What follows belongs to an exercise in optimizing a design on an open flow for small area and a short achievable clock period; a production flow would make more cautious choices.
Only simulation tests tie the RTL to the original design; equivalence was not proved.
Power is estimated from default activity; no workload was simulated.

== north ==
// processing_element
module processing_element (
    input clk,
    input [31:0] PCin,
    input [31:0] instruction,
    input mem_ack,
    input data_Ready,
    input [31:0] AmuxIn,
    input [31:0] BmuxIn,
    input        reset,
    output [31:0] mem_address,
    output reg reg_select,
    output reg mem_read,
    output [4:0] rs1Out,
    output [4:0] rs2Out,
    output [4:0] rdOut,
    output reg rdWrite,
    output reg mem_write,
    output [31:0] result_out,
    output reg read_en,
    output reg [31:0] PCout,
    output reg execution_complete
);
For scale: about 250 I/O pins.
export LEC_CHECK = 0
export ABC_AREA = 1
export CAP_MARGIN = 20
export CORE_MARGIN = 2
export CORE_UTILIZATION = 40
export CTS_BUF_LIST = sky130_fd_sc_hd__clkbuf_4 sky130_fd_sc_hd__clkbuf_8
export PLACE_DENSITY = 0.6
export SLEW_MARGIN = 20
export SYNTH_HIERARCHICAL = 1
create_clock -name core_clock -period 70.0 [get_ports {clk}]
standard.sh (not shown) runs the stock make flow with config.mk's settings and CLKGATE_MAP_FILE= SYNTH_SCRIPT=/design/flow/synth_recipe.tcl, a recipe that flattens the netlist after the stock synthesis.
==> flow/flow/run.sh <==
#!/bin/bash
# The standard layout, with two changes to how it is made:
# - the input and output port buffers are the smallest buffer cell instead of
#   the one buffer_ports picks by itself;
# - ORFS's setup repair (after floorplan, CTS and global routing) works on
#   the paths whose slack is under 55 ns, so that it also shortens the worst
#   paths to and from the ports instead of stopping at 0 ns slack; it repairs
#   only the worst 20% of those endpoints.
set -euo pipefail
export BUFFER_PORTS_ARGS="-buffer_cell sky130_fd_sc_hd__buf_1"
export SETUP_SLACK_MARGIN=55
export TNS_END_PERCENT=20
bash standard.sh > standard.log 2>&1
Setup changes, north to south
--- a/flow/design.v
+++ b/flow/design.v
@@ -132,38 +132,40 @@
     wire [31:0] oh = 32'b1 << samt;
     wire        zeroY = shift & big & ~sraA;
     wire [31:0] Y = opMUL ? Bm : ((shift | ext | arith) & ~zeroY) ? oh : 32'b0;
     wire        sraF = opSRA & ~B[31] & A[31];
     reg  [31:0] Arev;
     always @(*) for (k = 0; k < 32; k = k + 1) Arev[k] = A[31-k];
     wire [31:0] X = shR ? Arev : A;
     reg  [31:0] thermo;
     always @(*) for (k = 0; k < 32; k = k + 1) thermo[k] = big | (B[4:0] > k);
-    wire [31:0] C = ({32{arith}} & (B ^ {32{sub}})) | ({32{sraF}} & thermo);
+    wire [31:0] xr = A ^ B;
+    wire [31:0] an = A & B;
+    wire        lx = opXOR | opOR;
+    wire        la = opAND | opOR;
+    wire [31:0] C = ({32{arith}} & (B ^ {32{sub}})) | ({32{sraF}} & thermo)
+                  | ({32{lx}} & xr) | ({32{la}} & an);
     wire [31:0] P;
     mul32lo mul (.x(X), .y(Y), .c(C), .cin(sub), .p(P));
     reg  [31:0] Prev;
     always @(*) for (k = 0; k < 32; k = k + 1) Prev[k] = P[31-k];
     wire ltu = (A[31] != B[31]) ? B[31] : P[31];
     wire lt  = (A[31] != B[31]) ? A[31] : P[31];
     wire eq  = ~|P;
-    wire [31:0] xr = A ^ B;
-    wire [31:0] an = A & B;
     wire fb8  = opSB & A[7];
     wire fb16 = fb8 | (opSH & A[15]);
     wire [31:0] fill = {{16{fb16}}, {8{fb8}}, 8'b0};
     reg  [31:0] pmask;
     always @(*)
         for (k = 0; k < 32; k = k + 1)
-            pmask[k] = opMUL | opSLL | opW | opADD | opSUB
+            pmask[k] = opMUL | opSLL | opW | opADD | opSUB | lx | la
                      | ((opSB | opZB) & (k < 8)) | ((opSH | opZH) & (k < 16));
     assign y = (pmask & P) | ({32{shR}} & Prev) | fill
-             | ({32{opXOR | opOR}} & xr) | ({32{opAND | opOR}} & an)
              | {31'b0, (opEQ & eq) | (opSLTU & ltu) | (opSLT & lt)};
 endmodule
 module mul32lo (
     input  [31:0] x,
     input  [31:0] y,
     input  [31:0] c,
     input         cin,
     output [31:0] p
 );
@@ -1045,30 +1047,40 @@
     output reg read_en,
     output reg [31:0] PCout,
     output reg execution_complete
 );
     reg first;
     always @(posedge clk or posedge reset)
         if (reset) first <= 1'b1;
         else       first <= 1'b0;
     reg [31:7] ir;
-    reg cLD, cIMM, cOP, cLUI, cST, cBR, cJAL;
+    reg [2:0] cls;
     always @(posedge clk)
         if (first) begin
-            ir   <= instruction[31:7];
-            cLD  <= instruction[6:0] == 7'b0000011;
-            cIMM <= instruction[6:0] == 7'b0010011;
-            cOP  <= instruction[6:0] == 7'b0110011;
-            cLUI <= instruction[6:0] == 7'b0110111;
-            cST  <= instruction[6:0] == 7'b0100011;
-            cBR  <= instruction[6:0] == 7'b1100011;
-            cJAL <= instruction[6:0] == 7'b1101111;
+            ir <= instruction[31:7];
+            case (instruction[6:0])
+                7'b0000011: cls <= 3'd1;
+                7'b0010011: cls <= 3'd2;
+                7'b0110011: cls <= 3'd3;
+                7'b0110111: cls <= 3'd4;
+                7'b0100011: cls <= 3'd5;
+                7'b1100011: cls <= 3'd6;
+                7'b1101111: cls <= 3'd7;
+                default:    cls <= 3'd0;
+            endcase
         end
+    wire cLD  = cls == 3'd1;
+    wire cIMM = cls == 3'd2;
+    wire cOP  = cls == 3'd3;
+    wire cLUI = cls == 3'd4;
+    wire cST  = cls == 3'd5;
+    wire cBR  = cls == 3'd6;
+    wire cJAL = cls == 3'd7;
     wire [4:0] rd  = ir[11:7];
     wire [2:0] f3  = ir[14:12];
     wire [4:0] rs1 = ir[19:15];
     wire [4:0] rs2 = ir[24:20];
     wire [6:0] f7  = ir[31:25];
     wire shimm = (f3 == 3'b001) || (f3 == 3'b101);
     wire [31:0] imm_i = {{20{ir[31]}}, ir[31:20]};
     wire [31:0] imm_s = {{20{ir[31]}}, ir[31:25], ir[11:7]};
     wire [31:0] imm_b = {{20{ir[31]}}, ir[7], ir[30:25], ir[11:8], 1'b0};
## What came out
south vs north, number of clock buffer instances in the layout went down by 4. Between north and south, the flow reports power density over cell area increasing by a few percent. south against north: number of antenna violations at the first check in global routing went down; post-synth design cell area down 1.6%; combinational fraction of design power went up; share of cell area taken by flip-flops and latches shrank by 0.33 points. Diff north -> south: multi-input gate share of the layout cell area fell by 0.61 points, via-per-instance ratio fell by about 1.7%, worst IR drop on VDD fell by about 25%, die boundary width fell by 0.79%. south vs north: routed wire length down in south. Die outline area delta (south − north): favourable. Post-route fraction of the period consumed by the critical path delta (north -> south): insignificant.

## static timing again, ports no longer ideal
The results above use ideal ports. As a check the final layouts listed here were re-extracted and re-timed, cells and wires unchanged.
Step 1: set_driving_cell puts a clkbuf_16 on clk and a buf_2 on each other input, an assumption about the parent block.
Step 2 adds t to the input delays and takes it off the output delays; t is the mean of the earliest and latest rising clock arrival at the registers after step 1. Input paths then give back, and output paths get back, about the clock's delay inside the block.
Three values: no drivers, after step 1, after step 2; two values: the first two.
| run | t, ns | slack for setup (ns) | latest minus earliest clock arrival (ns) |
|---|---|---|---|
| north | 0.564 | 54.541 / 54.494 / 54.367 | 0.021 / 0.021 |
| south | 0.564 | 54.537 / 54.491 / 54.364 | 0.025 / 0.025 |
After both steps setup and hold are still met in every run listed. For north, which loses most, drivers alone change the setup slack by -0.047 ns; drivers and shift together by -0.174 ns.
